Source: an optimization exercise on an open RTL-to-GDS flow (aim: small area and a short achievable clock period). Production flows keep margins and buffers that such runs may drop. Function not checked in this run: the RTL went through the layout flow alone. Power is estimated from default activity; no workload was simulated.

## constraint.sdc

```tcl
create_clock -name core_clock -period 5.5 [get_ports {clk}]
set_input_delay 1.1000 -clock core_clock [delete_from_list [all_inputs] [get_ports {clk}]]
set_output_delay 1.1000 -clock core_clock [all_outputs]
set_load 0.01 [all_outputs]
```

## flow/run.sh

```bash
#!/bin/bash
# Own layout flow: the standard flow (standard.sh), with two changes after synthesis:
#  - the input and output port buffers are buf_1 cells (buffer_ports -buffer_cell)
#  - clock tree synthesis without dummy loads
# Each step's full output goes to its own log file in this folder.
set -euo pipefail
bash standard.sh synth > synth.log 2>&1
export BUFFER_PORTS_ARGS="-buffer_cell sky130_fd_sc_hd__buf_1"
export CTS_ARGS="-sink_clustering_enable -repair_clock_nets -dont_use_dummy_load"
bash standard.sh floorplan > floorplan.log 2>&1
bash standard.sh place > place.log 2>&1
bash standard.sh cts > cts.log 2>&1
bash standard.sh route > route.log 2>&1
bash standard.sh finish > finish.log 2>&1
test -f out/final.def
```

## config.mk

```make
export PLATFORM = sky130hd
export DESIGN_NAME = fir_gen
export DESIGN_NICKNAME = fir_gen
export VERILOG_FILES = /design/flow/design.v
export SDC_FILE = /design/flow/constraint.sdc
export NUM_CORES = 4
export LEC_CHECK = 0
export CAP_MARGIN = 20
export CORE_MARGIN = 2
export CORE_UTILIZATION = 50
export PLACE_DENSITY = 0.7
export SETUP_SLACK_MARGIN = 2.5
export SLEW_MARGIN = 20
export SYNTH_HIERARCHICAL = 1
export SYNTH_MINIMUM_KEEP_SIZE = 0
export TNS_END_PERCENT = 30
```

## standard.sh

```bash
#!/bin/bash
# synth_recipe.tcl (not shown) runs the flow's synth.tcl, then flattens the netlist and writes it again
# the make line also repeats each setting of config.mk as NAME=value (left out here)
make -C /OpenROAD-flow-scripts/flow DESIGN_CONFIG=/design/flow/config.mk WORK_HOME=/design/flow/orfs CLKGATE_MAP_FILE= SYNTH_SCRIPT=/design/flow/synth_recipe.tcl "${@:-finish}"
```

## design.v

```verilog
module fir_gen (input clk, input reset, input Load_x,
    input signed [7:0] x_in, input signed [7:0] c_in, output signed [7:0] y_out);
reg [7:0] c0, c1, c2;
reg [3:0] xo, xt, xn;
reg [15:0] a2r0;
reg [15:0] a2r1;
reg [16:0] a1r0;
reg [16:0] a1r1;
reg [16:0] a1r2;
reg [2:0] yq;
reg [7:0] yg;
reg [7:0] yp;
wire [8:0] xe = {x_in, 1'b0};
wire [3:0] bo, bt, bn;
genvar gi;
generate for (gi = 0; gi < 4; gi = gi + 1) begin : rec
  assign bo[gi] = xe[2*gi+1] ^ xe[2*gi];
  assign bt[gi] = (xe[2*gi+2] & ~xe[2*gi+1] & ~xe[2*gi]) | (~xe[2*gi+2] & xe[2*gi+1] & xe[2*gi]);
  assign bn[gi] = xe[2*gi+2];
end endgenerate
wire [3:0] xon = Load_x ? bo : xo;
wire [3:0] xtn = Load_x ? bt : xt;
wire [3:0] xnn = Load_x ? bn : xn;
wire p1;
wire p2;
wire p3;
wire p4;
wire p5;
wire p6;
wire p7;
wire p8;
wire p9;
wire p10;
wire p11;
wire p12;
wire p13;
wire p14;
wire p15;
wire p16;
wire p17;
wire p18;
wire p19;
wire p20;
wire p21;
wire p22;
wire p23;
wire p24;
wire p25;
wire p26;
wire p27;
wire p28;
wire p29;
wire p30;
wire p31;
wire p32;
wire p33;
wire p34;
wire p35;
wire p36;
wire s37;
wire c38;
wire s39;
wire c40;
wire s41;
wire c42;
wire s43;
wire c44;
wire s45;
wire c46;
wire s47;
wire c48;
wire s49;
wire c50;
wire s51;
wire c52;
wire s53;
wire c54;
wire s55;
wire c56;
wire s57;
wire c58;
wire s59;
wire c60;
wire s61;
wire c62;
wire s63;
wire c64;
wire s65;
wire c66;
wire s67;
wire c68;
wire s69;
wire c70;
wire s71;
wire c72;
wire s73;
wire c74;
wire s75;
wire c76;
wire s77;
wire c78;
wire s79;
wire c80;
wire p81;
wire p82;
wire p83;
wire p84;
wire p85;
wire p86;
wire p87;
wire p88;
wire p89;
wire p90;
wire p91;
wire p92;
wire p93;
wire p94;
wire p95;
wire p96;
wire p97;
wire p98;
wire p99;
wire p100;
wire p101;
wire p102;
wire p103;
wire p104;
wire p105;
wire p106;
wire p107;
wire p108;
wire p109;
wire p110;
wire p111;
wire p112;
wire p113;
wire p114;
wire p115;
wire p116;
wire s117;
wire c118;
wire s119;
wire c120;
wire s121;
wire c122;
wire s123;
wire c124;
wire s125;
wire c126;
wire s127;
wire c128;
wire s129;
wire c130;
wire s131;
wire c132;
wire s133;
wire c134;
wire s135;
wire c136;
wire s137;
wire c138;
wire s139;
wire c140;
wire s141;
wire c142;
wire s143;
wire c144;
wire s145;
wire c146;
wire s147;
wire c148;
wire s149;
wire c150;
wire s151;
wire c152;
wire s153;
wire c154;
wire s155;
wire c156;
wire s157;
wire c158;
wire s159;
wire c160;
wire s161;
wire c162;
wire s163;
wire c164;
wire s165;
wire c166;
wire s167;
wire c168;
wire s169;
wire c170;
wire s171;
wire c172;
wire s173;
wire c174;
wire s175;
wire c176;
wire s177;
wire c178;
wire s179;
wire c180;
wire s181;
wire c182;
wire s183;
wire c184;
wire s185;
wire c186;
wire s187;
wire c188;
wire s189;
wire c190;
wire s191;
wire c192;
wire p193;
wire p194;
wire p195;
wire p196;
wire p197;
wire p198;
wire p199;
wire p200;
wire p201;
wire p202;
wire p203;
wire p204;
wire p205;
wire p206;
wire p207;
wire p208;
wire p209;
wire p210;
wire p211;
wire p212;
wire p213;
wire p214;
wire p215;
wire p216;
wire p217;
wire p218;
wire p219;
wire p220;
wire p221;
wire p222;
wire p223;
wire p224;
wire p225;
wire p226;
wire p227;
wire p228;
wire s229;
wire c230;
wire s231;
wire c232;
wire s233;
wire c234;
wire s235;
wire c236;
wire s237;
wire c238;
wire s239;
wire c240;
wire s241;
wire c242;
wire s243;
wire c244;
wire s245;
wire c246;
wire s247;
wire c248;
wire s249;
wire c250;
wire s251;
wire c252;
wire s253;
wire c254;
wire s255;
wire c256;
wire s257;
wire c258;
wire s259;
wire c260;
wire s261;
wire c262;
wire s263;
wire c264;
wire s265;
wire c266;
wire s267;
wire c268;
wire s269;
wire c270;
wire s271;
wire c272;
wire s273;
wire c274;
wire s275;
wire c276;
wire s277;
wire c278;
wire s279;
wire c280;
wire s281;
wire c282;
wire s283;
wire c284;
wire s285;
wire c286;
wire s287;
wire c288;
wire s289;
wire c290;
wire s291;
wire c292;
wire s293;
wire c294;
wire s295;
wire c296;
wire s297;
wire c298;
wire s299;
wire c300;
wire s301;
wire c302;
wire s303;
wire c304;
wire s305;
wire c306;
wire s307;
wire c308;
wire s309;
wire c310;
wire s311;
wire c312;
wire s313;
wire c314;
wire s315;
wire c316;
wire s317;
wire c318;
wire s319;
wire c320;
wire g321;
wire o322;
wire g323;
wire g324;
wire o325;
wire g326;
wire g327;
wire o328;
wire g329;
wire g330;
wire o331;
wire g332;
wire g333;
wire o334;
wire g335;
wire g336;
wire o337;
wire g338;
wire g339;
wire o340;
wire g341;
wire g342;
wire o343;
wire g344;
wire g345;
wire o346;
wire g347;
wire g348;
wire o349;
wire g350;
wire g351;
wire o352;
wire g353;
wire g354;
wire o355;
wire g356;
wire g357;
wire o358;
wire g359;
wire s360;
wire c361;
wire s362;
wire c363;
wire s364;
wire c365;
wire s366;
wire c367;
wire s368;
wire c369;
wire s370;
wire c371;
wire s372;
wire c373;
wire g374;
wire o375;
wire g376;
wire g377;
wire o378;
wire g379;
wire g380;
wire o381;
wire g382;
wire g383;
wire o384;
wire g385;
wire g386;
wire o387;
wire g388;
wire g389;
wire o390;
wire g391;
wire g392;
wire o393;
wire g394;
wire g395;
wire o396;
wire g397;
wire g398;
wire o399;
wire g400;
wire g401;
wire o402;
wire g403;
wire g404;
wire o405;
wire g406;
wire x407;
wire x408;
wire x409;
wire x410;
wire x411;
wire x412;
wire n413;
wire n414;
wire o415;
wire x416;
wire o417;
wire x418;
wire o419;
wire x420;
wire o421;
wire x422;
wire o423;
wire x424;
wire o425;
wire x426;
wire o427;
wire n428;
wire g429;
wire o430;
wire g431;
wire o432;
wire g433;
wire g434;
wire o435;
wire g436;
wire g437;
wire o438;
wire g439;
wire g440;
wire o441;
wire g442;
wire g443;
wire o444;
wire g445;
wire g446;
wire o447;
wire g448;
wire g449;
wire o450;
wire g451;
wire g452;
wire o453;
wire g454;
wire g455;
wire o456;
wire g457;
wire x458;
wire g459;
wire o460;
wire x461;
wire g462;
wire o463;
wire x464;
wire g465;
wire o466;
wire x467;
wire g468;
wire o469;
wire x470;
wire g471;
wire o472;
wire x473;
wire g474;
wire o475;
wire x476;
wire g477;
wire o478;
wire x479;
assign p1 = (xo[0] & c2[0]) ^ xn[0];
assign p2 = ((xo[0] & c2[1]) | (xt[0] & c2[0])) ^ xn[0];
assign p3 = ((xo[0] & c2[2]) | (xt[0] & c2[1])) ^ xn[0];
assign p4 = ((xo[0] & c2[3]) | (xt[0] & c2[2])) ^ xn[0];
assign p5 = ((xo[0] & c2[4]) | (xt[0] & c2[3])) ^ xn[0];
assign p6 = ((xo[0] & c2[5]) | (xt[0] & c2[4])) ^ xn[0];
assign p7 = ((xo[0] & c2[6]) | (xt[0] & c2[5])) ^ xn[0];
assign p8 = ((xo[0] & c2[7]) | (xt[0] & c2[6])) ^ xn[0];
assign p9 = ~(((xo[0] & c2[7]) | (xt[0] & c2[7])) ^ xn[0]);
assign p10 = (xo[1] & c2[0]) ^ xn[1];
assign p11 = ((xo[1] & c2[1]) | (xt[1] & c2[0])) ^ xn[1];
assign p12 = ((xo[1] & c2[2]) | (xt[1] & c2[1])) ^ xn[1];
assign p13 = ((xo[1] & c2[3]) | (xt[1] & c2[2])) ^ xn[1];
assign p14 = ((xo[1] & c2[4]) | (xt[1] & c2[3])) ^ xn[1];
assign p15 = ((xo[1] & c2[5]) | (xt[1] & c2[4])) ^ xn[1];
assign p16 = ((xo[1] & c2[6]) | (xt[1] & c2[5])) ^ xn[1];
assign p17 = ((xo[1] & c2[7]) | (xt[1] & c2[6])) ^ xn[1];
assign p18 = ~(((xo[1] & c2[7]) | (xt[1] & c2[7])) ^ xn[1]);
assign p19 = (xo[2] & c2[0]) ^ xn[2];
assign p20 = ((xo[2] & c2[1]) | (xt[2] & c2[0])) ^ xn[2];
assign p21 = ((xo[2] & c2[2]) | (xt[2] & c2[1])) ^ xn[2];
assign p22 = ((xo[2] & c2[3]) | (xt[2] & c2[2])) ^ xn[2];
assign p23 = ((xo[2] & c2[4]) | (xt[2] & c2[3])) ^ xn[2];
assign p24 = ((xo[2] & c2[5]) | (xt[2] & c2[4])) ^ xn[2];
assign p25 = ((xo[2] & c2[6]) | (xt[2] & c2[5])) ^ xn[2];
assign p26 = ((xo[2] & c2[7]) | (xt[2] & c2[6])) ^ xn[2];
assign p27 = ~(((xo[2] & c2[7]) | (xt[2] & c2[7])) ^ xn[2]);
assign p28 = (xo[3] & c2[0]) ^ xn[3];
assign p29 = ((xo[3] & c2[1]) | (xt[3] & c2[0])) ^ xn[3];
assign p30 = ((xo[3] & c2[2]) | (xt[3] & c2[1])) ^ xn[3];
assign p31 = ((xo[3] & c2[3]) | (xt[3] & c2[2])) ^ xn[3];
assign p32 = ((xo[3] & c2[4]) | (xt[3] & c2[3])) ^ xn[3];
assign p33 = ((xo[3] & c2[5]) | (xt[3] & c2[4])) ^ xn[3];
assign p34 = ((xo[3] & c2[6]) | (xt[3] & c2[5])) ^ xn[3];
assign p35 = ((xo[3] & c2[7]) | (xt[3] & c2[6])) ^ xn[3];
assign p36 = ~(((xo[3] & c2[7]) | (xt[3] & c2[7])) ^ xn[3]);
fa_cell us37 (.a(xn[1]), .b(p3), .c(p10), .s(s37), .co(c38));
fa_cell us39 (.a(xn[2]), .b(p5), .c(p12), .s(s39), .co(c40));
fa_cell us41 (.a(p6), .b(p13), .c(p20), .s(s41), .co(c42));
fa_cell us43 (.a(xn[3]), .b(p7), .c(p14), .s(s43), .co(c44));
fa_cell us45 (.a(p8), .b(p15), .c(p22), .s(s45), .co(c46));
assign s47 = ~(p9 ^ p16);
assign c48 = p9 | p16;
fa_cell us49 (.a(p17), .b(p24), .c(p31), .s(s49), .co(c50));
fa_cell us51 (.a(p18), .b(p25), .c(p32), .s(s51), .co(c52));
fa_cell us53 (.a(p4), .b(p11), .c(c38), .s(s53), .co(c54));
fa_cell us55 (.a(p21), .b(p28), .c(c42), .s(s55), .co(c56));
fa_cell us57 (.a(p29), .b(c44), .c(s45), .s(s57), .co(c58));
fa_cell us59 (.a(p23), .b(p30), .c(s47), .s(s59), .co(c60));
fa_cell us61 (.a(p26), .b(p33), .c(c52), .s(s61), .co(c62));
fa_cell us63 (.a(xn[0]), .b(p1), .c(xnn[0]), .s(s63), .co(c64));
fa_cell us65 (.a(p19), .b(s39), .c(xnn[2]), .s(s65), .co(c66));
fa_cell us67 (.a(s43), .b(xnn[3]), .c(s55), .s(s67), .co(c68));
fa_cell us69 (.a(c46), .b(s59), .c(c58), .s(s69), .co(c70));
fa_cell us71 (.a(c48), .b(s49), .c(c60), .s(s71), .co(c72));
fa_cell us73 (.a(p27), .b(p34), .c(c62), .s(s73), .co(c74));
fa_cell us75 (.a(c40), .b(s41), .c(c66), .s(s75), .co(c76));
fa_cell us77 (.a(c56), .b(s57), .c(c68), .s(s77), .co(c78));
fa_cell us79 (.a(c50), .b(s51), .c(c72), .s(s79), .co(c80));
assign p81 = (xo[0] & c1[0]) ^ xn[0];
assign p82 = ((xo[0] & c1[1]) | (xt[0] & c1[0])) ^ xn[0];
assign p83 = ((xo[0] & c1[2]) | (xt[0] & c1[1])) ^ xn[0];
assign p84 = ((xo[0] & c1[3]) | (xt[0] & c1[2])) ^ xn[0];
assign p85 = ((xo[0] & c1[4]) | (xt[0] & c1[3])) ^ xn[0];
assign p86 = ((xo[0] & c1[5]) | (xt[0] & c1[4])) ^ xn[0];
assign p87 = ((xo[0] & c1[6]) | (xt[0] & c1[5])) ^ xn[0];
assign p88 = ((xo[0] & c1[7]) | (xt[0] & c1[6])) ^ xn[0];
assign p89 = ~(((xo[0] & c1[7]) | (xt[0] & c1[7])) ^ xn[0]);
assign p90 = (xo[1] & c1[0]) ^ xn[1];
assign p91 = ((xo[1] & c1[1]) | (xt[1] & c1[0])) ^ xn[1];
assign p92 = ((xo[1] & c1[2]) | (xt[1] & c1[1])) ^ xn[1];
assign p93 = ((xo[1] & c1[3]) | (xt[1] & c1[2])) ^ xn[1];
assign p94 = ((xo[1] & c1[4]) | (xt[1] & c1[3])) ^ xn[1];
assign p95 = ((xo[1] & c1[5]) | (xt[1] & c1[4])) ^ xn[1];
assign p96 = ((xo[1] & c1[6]) | (xt[1] & c1[5])) ^ xn[1];
assign p97 = ((xo[1] & c1[7]) | (xt[1] & c1[6])) ^ xn[1];
assign p98 = ~(((xo[1] & c1[7]) | (xt[1] & c1[7])) ^ xn[1]);
assign p99 = (xo[2] & c1[0]) ^ xn[2];
assign p100 = ((xo[2] & c1[1]) | (xt[2] & c1[0])) ^ xn[2];
assign p101 = ((xo[2] & c1[2]) | (xt[2] & c1[1])) ^ xn[2];
assign p102 = ((xo[2] & c1[3]) | (xt[2] & c1[2])) ^ xn[2];
assign p103 = ((xo[2] & c1[4]) | (xt[2] & c1[3])) ^ xn[2];
assign p104 = ((xo[2] & c1[5]) | (xt[2] & c1[4])) ^ xn[2];
assign p105 = ((xo[2] & c1[6]) | (xt[2] & c1[5])) ^ xn[2];
assign p106 = ((xo[2] & c1[7]) | (xt[2] & c1[6])) ^ xn[2];
assign p107 = ~(((xo[2] & c1[7]) | (xt[2] & c1[7])) ^ xn[2]);
assign p108 = (xo[3] & c1[0]) ^ xn[3];
assign p109 = ((xo[3] & c1[1]) | (xt[3] & c1[0])) ^ xn[3];
assign p110 = ((xo[3] & c1[2]) | (xt[3] & c1[1])) ^ xn[3];
assign p111 = ((xo[3] & c1[3]) | (xt[3] & c1[2])) ^ xn[3];
assign p112 = ((xo[3] & c1[4]) | (xt[3] & c1[3])) ^ xn[3];
assign p113 = ((xo[3] & c1[5]) | (xt[3] & c1[4])) ^ xn[3];
assign p114 = ((xo[3] & c1[6]) | (xt[3] & c1[5])) ^ xn[3];
assign p115 = ((xo[3] & c1[7]) | (xt[3] & c1[6])) ^ xn[3];
assign p116 = ~(((xo[3] & c1[7]) | (xt[3] & c1[7])) ^ xn[3]);
ha_cell us117 (.a(a2r0[6]), .b(a2r1[6]), .s(s117), .co(c118));
fa_cell us119 (.a(a2r0[1]), .b(a2r1[1]), .c(p82), .s(s119), .co(c120));
fa_cell us121 (.a(a2r0[2]), .b(a2r1[2]), .c(p83), .s(s121), .co(c122));
fa_cell us123 (.a(a2r0[3]), .b(p84), .c(p91), .s(s123), .co(c124));
fa_cell us125 (.a(a2r0[4]), .b(a2r1[4]), .c(p85), .s(s125), .co(c126));
fa_cell us127 (.a(a2r0[5]), .b(p86), .c(p93), .s(s127), .co(c128));
fa_cell us129 (.a(s117), .b(p87), .c(p94), .s(s129), .co(c130));
fa_cell us131 (.a(a2r0[7]), .b(c118), .c(p88), .s(s131), .co(c132));
fa_cell us133 (.a(p95), .b(p102), .c(p109), .s(s133), .co(c134));
fa_cell us135 (.a(a2r0[8]), .b(a2r1[8]), .c(p89), .s(s135), .co(c136));
fa_cell us137 (.a(p96), .b(p103), .c(p110), .s(s137), .co(c138));
fa_cell us139 (.a(a2r0[9]), .b(a2r1[9]), .c(p97), .s(s139), .co(c140));
fa_cell us141 (.a(a2r0[10]), .b(p98), .c(p105), .s(s141), .co(c142));
fa_cell us143 (.a(a2r0[11]), .b(a2r1[11]), .c(p106), .s(s143), .co(c144));
fa_cell us145 (.a(a2r0[12]), .b(p107), .c(p114), .s(s145), .co(c146));
fa_cell us147 (.a(a2r0[13]), .b(a2r1[13]), .c(p115), .s(s147), .co(c148));
fa_cell us149 (.a(p90), .b(c120), .c(s121), .s(s149), .co(c150));
fa_cell us151 (.a(p92), .b(p99), .c(c124), .s(s151), .co(c152));
fa_cell us153 (.a(p100), .b(c126), .c(s127), .s(s153), .co(c154));
fa_cell us155 (.a(p101), .b(p108), .c(c128), .s(s155), .co(c156));
fa_cell us157 (.a(c130), .b(s131), .c(s133), .s(s157), .co(c158));
fa_cell us159 (.a(c132), .b(c134), .c(s135), .s(s159), .co(c160));
fa_cell us161 (.a(p104), .b(p111), .c(c136), .s(s161), .co(c162));
fa_cell us163 (.a(p112), .b(c140), .c(s141), .s(s163), .co(c164));
fa_cell us165 (.a(p113), .b(c142), .c(s143), .s(s165), .co(c166));
fa_cell us167 (.a(a2r0[14]), .b(p116), .c(c148), .s(s167), .co(c168));
fa_cell us169 (.a(a2r0[0]), .b(p81), .c(xnn[0]), .s(s169), .co(c170));
fa_cell us171 (.a(c122), .b(s123), .c(c150), .s(s171), .co(c172));
fa_cell us173 (.a(s125), .b(xnn[2]), .c(s151), .s(s173), .co(c174));
fa_cell us175 (.a(s129), .b(xnn[3]), .c(c154), .s(s175), .co(c176));
fa_cell us177 (.a(s137), .b(c158), .c(s159), .s(s177), .co(c178));
fa_cell us179 (.a(c138), .b(s139), .c(c160), .s(s179), .co(c180));
fa_cell us181 (.a(c144), .b(s145), .c(c166), .s(s181), .co(c182));
fa_cell us183 (.a(c152), .b(s153), .c(c174), .s(s183), .co(c184));
fa_cell us185 (.a(c156), .b(s157), .c(c176), .s(s185), .co(c186));
fa_cell us187 (.a(s161), .b(c178), .c(s179), .s(s187), .co(c188));
fa_cell us189 (.a(c162), .b(s163), .c(c180), .s(s189), .co(c190));
fa_cell us191 (.a(c146), .b(s147), .c(c182), .s(s191), .co(c192));
assign p193 = (xo[0] & c0[0]) ^ xn[0];
assign p194 = ((xo[0] & c0[1]) | (xt[0] & c0[0])) ^ xn[0];
assign p195 = ((xo[0] & c0[2]) | (xt[0] & c0[1])) ^ xn[0];
assign p196 = ((xo[0] & c0[3]) | (xt[0] & c0[2])) ^ xn[0];
assign p197 = ((xo[0] & c0[4]) | (xt[0] & c0[3])) ^ xn[0];
assign p198 = ((xo[0] & c0[5]) | (xt[0] & c0[4])) ^ xn[0];
assign p199 = ((xo[0] & c0[6]) | (xt[0] & c0[5])) ^ xn[0];
assign p200 = ((xo[0] & c0[7]) | (xt[0] & c0[6])) ^ xn[0];
assign p201 = ~(((xo[0] & c0[7]) | (xt[0] & c0[7])) ^ xn[0]);
assign p202 = (xo[1] & c0[0]) ^ xn[1];
assign p203 = ((xo[1] & c0[1]) | (xt[1] & c0[0])) ^ xn[1];
assign p204 = ((xo[1] & c0[2]) | (xt[1] & c0[1])) ^ xn[1];
assign p205 = ((xo[1] & c0[3]) | (xt[1] & c0[2])) ^ xn[1];
assign p206 = ((xo[1] & c0[4]) | (xt[1] & c0[3])) ^ xn[1];
assign p207 = ((xo[1] & c0[5]) | (xt[1] & c0[4])) ^ xn[1];
assign p208 = ((xo[1] & c0[6]) | (xt[1] & c0[5])) ^ xn[1];
assign p209 = ((xo[1] & c0[7]) | (xt[1] & c0[6])) ^ xn[1];
assign p210 = ~(((xo[1] & c0[7]) | (xt[1] & c0[7])) ^ xn[1]);
assign p211 = (xo[2] & c0[0]) ^ xn[2];
assign p212 = ((xo[2] & c0[1]) | (xt[2] & c0[0])) ^ xn[2];
assign p213 = ((xo[2] & c0[2]) | (xt[2] & c0[1])) ^ xn[2];
assign p214 = ((xo[2] & c0[3]) | (xt[2] & c0[2])) ^ xn[2];
assign p215 = ((xo[2] & c0[4]) | (xt[2] & c0[3])) ^ xn[2];
assign p216 = ((xo[2] & c0[5]) | (xt[2] & c0[4])) ^ xn[2];
assign p217 = ((xo[2] & c0[6]) | (xt[2] & c0[5])) ^ xn[2];
assign p218 = ((xo[2] & c0[7]) | (xt[2] & c0[6])) ^ xn[2];
assign p219 = ~(((xo[2] & c0[7]) | (xt[2] & c0[7])) ^ xn[2]);
assign p220 = (xo[3] & c0[0]) ^ xn[3];
assign p221 = ((xo[3] & c0[1]) | (xt[3] & c0[0])) ^ xn[3];
assign p222 = ((xo[3] & c0[2]) | (xt[3] & c0[1])) ^ xn[3];
assign p223 = ((xo[3] & c0[3]) | (xt[3] & c0[2])) ^ xn[3];
assign p224 = ((xo[3] & c0[4]) | (xt[3] & c0[3])) ^ xn[3];
assign p225 = ((xo[3] & c0[5]) | (xt[3] & c0[4])) ^ xn[3];
assign p226 = ((xo[3] & c0[6]) | (xt[3] & c0[5])) ^ xn[3];
assign p227 = ((xo[3] & c0[7]) | (xt[3] & c0[6])) ^ xn[3];
assign p228 = ~(((xo[3] & c0[7]) | (xt[3] & c0[7])) ^ xn[3]);
ha_cell us229 (.a(a1r0[6]), .b(a1r1[6]), .s(s229), .co(c230));
ha_cell us231 (.a(a1r0[4]), .b(a1r1[4]), .s(s231), .co(c232));
ha_cell us233 (.a(a1r0[5]), .b(p198), .s(s233), .co(c234));
fa_cell us235 (.a(a1r2[6]), .b(s229), .c(p199), .s(s235), .co(c236));
ha_cell us237 (.a(p206), .b(p213), .s(s237), .co(c238));
fa_cell us239 (.a(a1r0[7]), .b(c230), .c(p200), .s(s239), .co(c240));
fa_cell us241 (.a(p207), .b(p214), .c(p221), .s(s241), .co(c242));
fa_cell us243 (.a(a1r0[8]), .b(a1r1[8]), .c(p201), .s(s243), .co(c244));
fa_cell us245 (.a(p208), .b(p215), .c(p222), .s(s245), .co(c246));
fa_cell us247 (.a(a1r0[9]), .b(p209), .c(p216), .s(s247), .co(c248));
fa_cell us249 (.a(a1r0[10]), .b(a1r1[10]), .c(p210), .s(s249), .co(c250));
fa_cell us251 (.a(a1r0[11]), .b(a1r1[11]), .c(a1r2[11]), .s(s251), .co(c252));
ha_cell us253 (.a(a1r0[2]), .b(a1r1[2]), .s(s253), .co(c254));
ha_cell us255 (.a(a1r0[3]), .b(p196), .s(s255), .co(c256));
fa_cell us257 (.a(s231), .b(p197), .c(p204), .s(s257), .co(c258));
fa_cell us259 (.a(c232), .b(p205), .c(p212), .s(s259), .co(c260));
fa_cell us261 (.a(p220), .b(c234), .c(s237), .s(s261), .co(c262));
fa_cell us263 (.a(c238), .b(c236), .c(s239), .s(s263), .co(c264));
fa_cell us265 (.a(c240), .b(c242), .c(s243), .s(s265), .co(c266));
fa_cell us267 (.a(p223), .b(c244), .c(c246), .s(s267), .co(c268));
fa_cell us269 (.a(p217), .b(p224), .c(c248), .s(s269), .co(c270));
fa_cell us271 (.a(s251), .b(p218), .c(p225), .s(s271), .co(c272));
fa_cell us273 (.a(a1r0[12]), .b(c252), .c(p219), .s(s273), .co(c274));
ha_cell us275 (.a(a1r0[1]), .b(a1r1[1]), .s(s275), .co(c276));
fa_cell us277 (.a(s253), .b(p195), .c(p202), .s(s277), .co(c278));
fa_cell us279 (.a(c254), .b(p203), .c(s255), .s(s279), .co(c280));
fa_cell us281 (.a(p211), .b(c256), .c(s257), .s(s281), .co(c282));
fa_cell us283 (.a(s233), .b(c258), .c(s259), .s(s283), .co(c284));
fa_cell us285 (.a(c260), .b(s235), .c(s261), .s(s285), .co(c286));
fa_cell us287 (.a(s241), .b(c262), .c(s263), .s(s287), .co(c288));
fa_cell us289 (.a(s245), .b(c264), .c(s265), .s(s289), .co(c290));
fa_cell us291 (.a(s247), .b(c266), .c(s267), .s(s291), .co(c292));
fa_cell us293 (.a(s249), .b(c268), .c(s269), .s(s293), .co(c294));
fa_cell us295 (.a(c250), .b(s271), .c(c270), .s(s295), .co(c296));
fa_cell us297 (.a(p226), .b(c272), .c(s273), .s(s297), .co(c298));
fa_cell us299 (.a(a1r0[13]), .b(p227), .c(c274), .s(s299), .co(c300));
fa_cell us301 (.a(a1r0[14]), .b(a1r1[14]), .c(p228), .s(s301), .co(c302));
ha_cell us303 (.a(a1r0[0]), .b(p193), .s(s303), .co(c304));
ha_cell us305 (.a(p194), .b(s275), .s(s305), .co(c306));
ha_cell us307 (.a(c276), .b(s277), .s(s307), .co(c308));
ha_cell us309 (.a(c278), .b(s279), .s(s309), .co(c310));
ha_cell us311 (.a(c280), .b(s281), .s(s311), .co(c312));
ha_cell us313 (.a(c282), .b(s283), .s(s313), .co(c314));
ha_cell us315 (.a(c284), .b(s285), .s(s315), .co(c316));
ha_cell us317 (.a(c286), .b(s287), .s(s317), .co(c318));
ha_cell us319 (.a(c288), .b(s289), .s(s319), .co(c320));
assign g321 = s305 & c304;
assign o322 = c306 | g321;
assign g323 = s305 & s303;
assign g324 = s309 & c308;
assign o325 = c310 | g324;
assign g326 = s309 & s307;
assign g327 = s313 & c312;
assign o328 = c314 | g327;
assign g329 = s313 & s311;
assign g330 = s317 & c316;
assign o331 = c318 | g330;
assign g332 = s317 & s315;
assign g333 = s307 & o322;
assign o334 = c308 | g333;
assign g335 = s307 & g323;
assign g336 = g326 & o322;
assign o337 = o325 | g336;
assign g338 = g326 & g323;
assign g339 = s315 & o328;
assign o340 = c316 | g339;
assign g341 = s315 & g329;
assign g342 = g332 & o328;
assign o343 = o331 | g342;
assign g344 = g332 & g329;
assign g345 = s311 & o337;
assign o346 = c312 | g345;
assign g347 = s311 & g338;
assign g348 = g329 & o337;
assign o349 = o328 | g348;
assign g350 = g329 & g338;
assign g351 = g341 & o337;
assign o352 = o340 | g351;
assign g353 = g341 & g338;
assign g354 = g344 & o337;
assign o355 = o343 | g354;
assign g356 = g344 & g338;
assign g357 = s319 & o355;
assign o358 = c320 | g357;
assign g359 = s319 & g356;
ha_cell us360 (.a(c290), .b(s291), .s(s360), .co(c361));
ha_cell us362 (.a(c292), .b(s293), .s(s362), .co(c363));
ha_cell us364 (.a(c294), .b(s295), .s(s364), .co(c365));
ha_cell us366 (.a(c296), .b(s297), .s(s366), .co(c367));
ha_cell us368 (.a(c298), .b(s299), .s(s368), .co(c369));
ha_cell us370 (.a(c300), .b(s301), .s(s370), .co(c371));
ha_cell us372 (.a(a1r0[15]), .b(c302), .s(s372), .co(c373));
assign g374 = s362 & c361;
assign o375 = c363 | g374;
assign g376 = s362 & s360;
assign g377 = s366 & c365;
assign o378 = c367 | g377;
assign g379 = s366 & s364;
assign g380 = s370 & c369;
assign o381 = c371 | g380;
assign g382 = s370 & s368;
assign g383 = s364 & o375;
assign o384 = c365 | g383;
assign g385 = s364 & g376;
assign g386 = g379 & o375;
assign o387 = o378 | g386;
assign g388 = g379 & g376;
assign g389 = s372 & o381;
assign o390 = c373 | g389;
assign g391 = s372 & g382;
assign g392 = s372 & o381;
assign o393 = c373 | g392;
assign g394 = s372 & g382;
assign g395 = s368 & o387;
assign o396 = c369 | g395;
assign g397 = s368 & g388;
assign g398 = g382 & o387;
assign o399 = o381 | g398;
assign g400 = g382 & g388;
assign g401 = g391 & o387;
assign o402 = o390 | g401;
assign g403 = g391 & g388;
assign g404 = g394 & o387;
assign o405 = o393 | g404;
assign g406 = g394 & g388;
assign x407 = s362 ^ c361;
assign x408 = s364 ^ o375;
assign x409 = s366 ^ o384;
assign x410 = s368 ^ o387;
assign x411 = s370 ^ o396;
assign x412 = s372 ^ o399;
assign n413 = ~o402;
assign n414 = ~s360;
assign o415 = c361 | s360;
assign x416 = s362 ^ o415;
assign o417 = o375 | g376;
assign x418 = s364 ^ o417;
assign o419 = o384 | g385;
assign x420 = s366 ^ o419;
assign o421 = o387 | g388;
assign x422 = s368 ^ o421;
assign o423 = o396 | g397;
assign x424 = s370 ^ o423;
assign o425 = o399 | g400;
assign x426 = s372 ^ o425;
assign o427 = o402 | g403;
assign n428 = ~o427;
assign g429 = yq[2] & yq[0];
assign o430 = yq[1] | g429;
assign g431 = yp[1] & yg[0];
assign o432 = yg[1] | g431;
assign g433 = yp[1] & yp[0];
assign g434 = yp[3] & yg[2];
assign o435 = yg[3] | g434;
assign g436 = yp[3] & yp[2];
assign g437 = yp[5] & yg[4];
assign o438 = yg[5] | g437;
assign g439 = yp[5] & yp[4];
assign g440 = yp[2] & o432;
assign o441 = yg[2] | g440;
assign g442 = yp[2] & g433;
assign g443 = g436 & o432;
assign o444 = o435 | g443;
assign g445 = g436 & g433;
assign g446 = yp[6] & o438;
assign o447 = yg[6] | g446;
assign g448 = yp[6] & g439;
assign g449 = yp[4] & o444;
assign o450 = yg[4] | g449;
assign g451 = yp[4] & g445;
assign g452 = g439 & o444;
assign o453 = o438 | g452;
assign g454 = g439 & g445;
assign g455 = g448 & o444;
assign o456 = o447 | g455;
assign g457 = g448 & g445;
assign x458 = yp[0] ^ o430;
assign g459 = yp[0] & o430;
assign o460 = yg[0] | g459;
assign x461 = yp[1] ^ o460;
assign g462 = g433 & o430;
assign o463 = o432 | g462;
assign x464 = yp[2] ^ o463;
assign g465 = g442 & o430;
assign o466 = o441 | g465;
assign x467 = yp[3] ^ o466;
assign g468 = g445 & o430;
assign o469 = o444 | g468;
assign x470 = yp[4] ^ o469;
assign g471 = g451 & o430;
assign o472 = o450 | g471;
assign x473 = yp[5] ^ o472;
assign g474 = g454 & o430;
assign o475 = o453 | g474;
assign x476 = yp[6] ^ o475;
assign g477 = g457 & o430;
assign o478 = o456 | g477;
assign x479 = yp[7] ^ o478;
always @(posedge clk or posedge reset)
  if (reset) begin
    xo <= 4'd0; xt <= 4'd0; xn <= 4'd0; c0 <= 8'd0; c1 <= 8'd0; c2 <= 8'd0;
    a2r0 <= 16'd22016; a2r1 <= 16'd0; a1r0 <= 17'd43776; a1r1 <= 17'd0; a1r2 <= 17'd0; yq <= 3'd0; yg <= 8'd0; yp <= 8'd0;
  end else begin
    xo <= xon; xt <= xtn; xn <= xnn;
    if (!Load_x) begin c2 <= c_in; c1 <= c2; c0 <= c1; end
    a2r0 <= {1'b0,p36,p35,s73,c80,s79,s71,c78,s77,c76,s75,c54,s53,s37,p2,s63};
    a2r1 <= {1'b0,1'b0,c74,1'b0,s61,1'b0,c70,s69,1'b0,s67,1'b0,s65,1'b0,xnn[1],c64,1'b0};
    a1r0 <= {1'b0,c168,c192,s191,s181,c190,c188,s187,c186,s185,c184,s183,c172,s171,xnn[1],s119,s169};
    a1r1 <= {1'b0,1'b0,s167,1'b0,1'b0,c164,s189,1'b0,s177,1'b0,s155,1'b0,s173,1'b0,s149,c170,1'b0};
    a1r2 <= {1'b0,1'b0,1'b0,1'b0,1'b0,s165,1'b0,1'b0,1'b0,1'b0,s175,1'b0,1'b0,1'b0,1'b0,1'b0,1'b0};
    yq <= {s319,c320,o355};
    yg <= {1'b0,c373,c371,c369,c367,c365,c363,c361};
    yp <= {1'b1,s372,s370,s368,s366,s364,s362,s360};
  end
assign y_out = {x479,x476,x473,x470,x467,x464,x461,x458};
endmodule
module fa_cell (input a, input b, input c, output s, output co);
assign {co, s} = a + b + c;
endmodule
module ha_cell (input a, input b, output s, output co);
assign {co, s} = a + b;
endmodule
```

==> summary.txt <==
Drt
  – DRT antenna net count: 0
  – Drt pass-1 iters: 5
  – Drt total wl: 15700 um
  – Vias per cell: 5.98
  – DRC viols: 0
  – DR iter-0 viols: ~310
  – Routed len/inst: between 20 and 25 um
  – DR vias: roughly 4700

STA
  – Worst Skew: around 0.015 ns
  – Min cycle time layout: between 3 and 4 ns
  – Slew Limit Fails: 0
  – Slew HR: 0.391
  – Setup TNS Final: 0 ns
  – Final setup fails: 0
  – Fmax: between 300 and 400 MHz
  – Measured slew at the worst slew-check pin: 0.914 ns
  – Fin crit share: 0.549
  – RSZ-0062 raised after global routing: yes
  – Hold Fails Final Rpt: 0

Clock network
  – Clk slew on worst S/H paths: ~0.070 ns
  – Skew-Pair Late Insertion Delay: ~0.35 ns
  – Max clock buf depth: 2
  – Root buffer cell: clkbuf_16
  – H-Tree Depth: 3
  – Clock net sink count: 101
  – Num CTS Buffers: 9
  – CTS tree: built

Finish
  – Most frequent cells in the layout: 102 x xnor2_1, 84 x fa_1, 81 x dfrtp_1
  – Commonest non-fill, non-tap cell in the layout: xnor2_1
  – Layout area overhead: 8.72%
  – Final Core Density: 0.554
  – # diodes: 0
  – Fraction of layout cells with a size suffix above 1: 0.187
  – Finished Cell Area: about 0.0080 mm^2
  – Nets: 734

Yosys
  – Syn avg cell area: 12.2 um^2
  – Seq/Total Area, Yosys: 0.344
  – XOR/XNOR share of the synthesized area: 0.137
  – Netlist Area Pre-Place: about 0.0074 mm^2
  – Post-synthesis adder-cell area fraction: 0.283
  – Yosys reg bits: about 100
  – Synth Area in Compound Gates: 0.119
  – Simple-gate share of the synthesized area: 0.0259
  – Fraction of synthesized area in multiplexers: 0.0458
  – Largest family of logic cells by synthesized area: adder cells
  – Synth unique cells: 35
  – Post-synth net total: roughly 740
  – YS warnings: 7
  – Gate Count Post-Synth: roughly 600

Pwr
  – PD cells: 613 mW/mm^2
  – Leak Pwr: about 3.2 nW
  – Max VDD drop: 225 uV

Worst setup path
  – Kind of critical path: flip-flop to flip-flop
  – Worst R2R Path Depth: 7
  – Worst endpoint data arrival time: between 3 and 4 ns
  – Endpoint type of the worst setup path: flip-flop
  – Crit-path max FO: 7
  – CP required: about 5.8 ns
  – Startpoint types: flip-flop

Placed design
  – GPL Wtd Cong: 0.852
  – PortBufs: 26
  – Placed Area: roughly 0.0075 mm^2
  – Post-DP HPWL: between 10000 and 15000 um

Die
  – Die Width: about 130 um
  – Die height: between 100 and 150 um
  – I/O pins: 27
  – CORE AREA: about 0.014 mm^2
  – Die area: between 0.015 and 0.02 mm^2
  – Cell Rows: 44
  – Starting Density: 0.510

GRT
  – Gr usage total: 0.200
  – Number of global-route vias before repair: 5023
  – Pin count of the biggest net entering global routing: 53
  – Initial antenna violation count: 0
  – First-pass GRT wire length: around 25000 um
  – Grt total ovfl: 0

Hold path
  – Hold Path Class: flip-flop to flip-flop
  – Hold Path Depth: 1

Flow run
  – Max Cap Viol: 0

Status
  – Status: timing/DRC/antenna clean
-- per-module statistics from Yosys, one instance, submodules excluded --
| module | flip-flops and latches | cell area [um^2] | times used | cells |
|---|---|---|---|---|
| fa_cell | 0 | 20.0 | 88 | 1 |
| fir_gen | 101 | 5320 | 1 | 491 |
| ha_cell | 0 | 12.5 | 24 | 1 |
-- Yosys cell counts, drive strengths merged --
master | instances | share of area
nor3 | 4 | 0.0027
nand2b | 1 | 0.00085
clkbuf | 41 | 0.021
a21oi | 13 | 0.0093
ha | 26 | 0.044
or4 | 2 | 0.0020
dfstp | 9 | 0.032
nand4 | 1 | 0.00085
a21o | 6 | 0.0061
xor2 | 13 | 0.015
o311ai | 1 | 0.0012
buf | 29 | 0.021
o211a | 1 | 0.0014
a311oi | 2 | 0.0024
nor4 | 1 | 0.00085
a31oi | 1 | 0.00085
nor2 | 13 | 0.0066
mux2 | 30 | 0.046
xnor2 | 102 | 0.12
o21ai | 15 | 0.010
nand2 | 16 | 0.0081
a22oi | 84 | 0.085
dfrtp | 92 | 0.31
o2bb2ai | 1 | 0.0020
inv | 6 | 0.0031
or3b | 1 | 0.0012
nand3b | 2 | 0.0020
nand3 | 1 | 0.00068
conb | 1 | 0.00051
fa | 88 | 0.24
-- flip-flops by register name (all words and copies together) (netlist names), 4 cells and up --
| name | flops |
|---|---|
| xt | 4 |
| yg | 7 |
| a2r0 | 15 |
| yp | 8 |
| xn | 4 |
| c0 | 8 |
| xo | 4 |
| c1 | 8 |
| a1r0 | 15 |
| a1r1 | 8 |
| a2r1 | 7 |
| c2 | 8 |
-- timing repair --
item / in CTS / in global routing
setup endpoints to repair: 29 / 10
buffers inserted: 2 / 19
pin swaps: 0 / 7
resized for setup: 18 / 22
hold buffers: 0 / 0
endpoints found under the hold margin: 0 / 0
-- per-layer routing --
metal / GRT usage / routed length [um] / vias to the layer above
li1: - / - / 2030
met1: 0.259 / 6370 / 2448
met2: 0.340 / 8120 / 177
met3: 0.0227 / 820 / 30
met4: 0.0902 / 366 / 0
met5: 0 / 0 / -
-- cell type report --
type / instances / area [um^2]
multi-input cells: 426 / 4600
repair buffers: 57 / 369
flip-flops and latches: 101 / 2570
inverters: 6 / 26.3
fillers: 1173 / 6460
well taps: 184 / 230
clock buffers: 9 / 225
-- critical path, cell delays in order, from the launching register on --
cell,delay [ns]
dfrtp_4,0.54
clkbuf_4,0.22
a22oi_2,0.18
xnor2_1,0.18
fa_1,0.51
fa_2,0.39
fa_1,0.42
fa_1,0.52
-- stage by stage --
stage	hold WS, ns	power, W	worst slack (ns)	instances
floorplan	0.512	0.00358	2.39	603
global placement	0.536	0.00410	2.14	752
detailed placement	0.541	0.00431	2.05	752
CTS	0.554	0.00488	2.45	763
global route	0.577	0.00546	2.42	783
finish	0.551	0.00492	2.48	783
-- power by group --
group | total (W) | internal, W | leakage [nW] | switching [W]
sequential | 0.00140 | 0.00112 | 1.17 | 0.000273
combinational | 0.00298 | 0.00146 | 1.88 | 0.00151
clock | 0.000543 | 0.000289 | 0.111 | 0.000254
-- path summary, 6_finish.rpt --
check                             startpoint           endpoint  slack [ns]
hold reg to reg            a2r1[1]$_DFF_PP0_  a1r0[1]$_DFF_PP0_        0.55
min in group asynchronous              reset    yp[0]$_DFF_PP0_        0.74
setup reg to reg           xo[0]$_DFFE_PP0P_  a1r0[9]$_DFF_PP1_        2.48
max in group asynchronous              reset    xn[0]$_DFF_PP0_        3.74
setup / recovery           xo[0]$_DFFE_PP0P_  a1r0[9]$_DFF_PP1_        2.48
hold / removal             a2r1[1]$_DFF_PP0_  a1r0[1]$_DFF_PP0_        0.55
-- logic make-up after synthesis --
family	Yosys count
compound gates	124
simple gates	42
xor+xnor	115
flops	101
mux	30
other cells	1
buf+inv	76
fa+ha+maj	114

==> what the ideal ports hide <==
In the flow no input, the clock included, has a driving cell. The finished layout below was timed again as built, in two steps. Step 1: set_driving_cell puts a clkbuf_16 on clk and a buf_2 on each other input, an assumption about the parent block. Step 2 moves the port delays by t, midway between the first and last clock arrival at a register: inputs arrive t later, outputs are due t later. That takes back most of the time a late clock gives input paths. Slacks: no drivers / after step 1 / after step 2; pairs: no drivers / after step 1.
t, ns: 0.385
setup slack, ns: 2.480 / 2.480 / 2.213
hold WS [ns]: 0.551 / 0.551 / 0.551
worst setup path at the end: input to register
After both steps this run still meets setup and hold. The setup slack of this run moves by 0.000 ns with the drivers and by -0.267 ns with both steps.
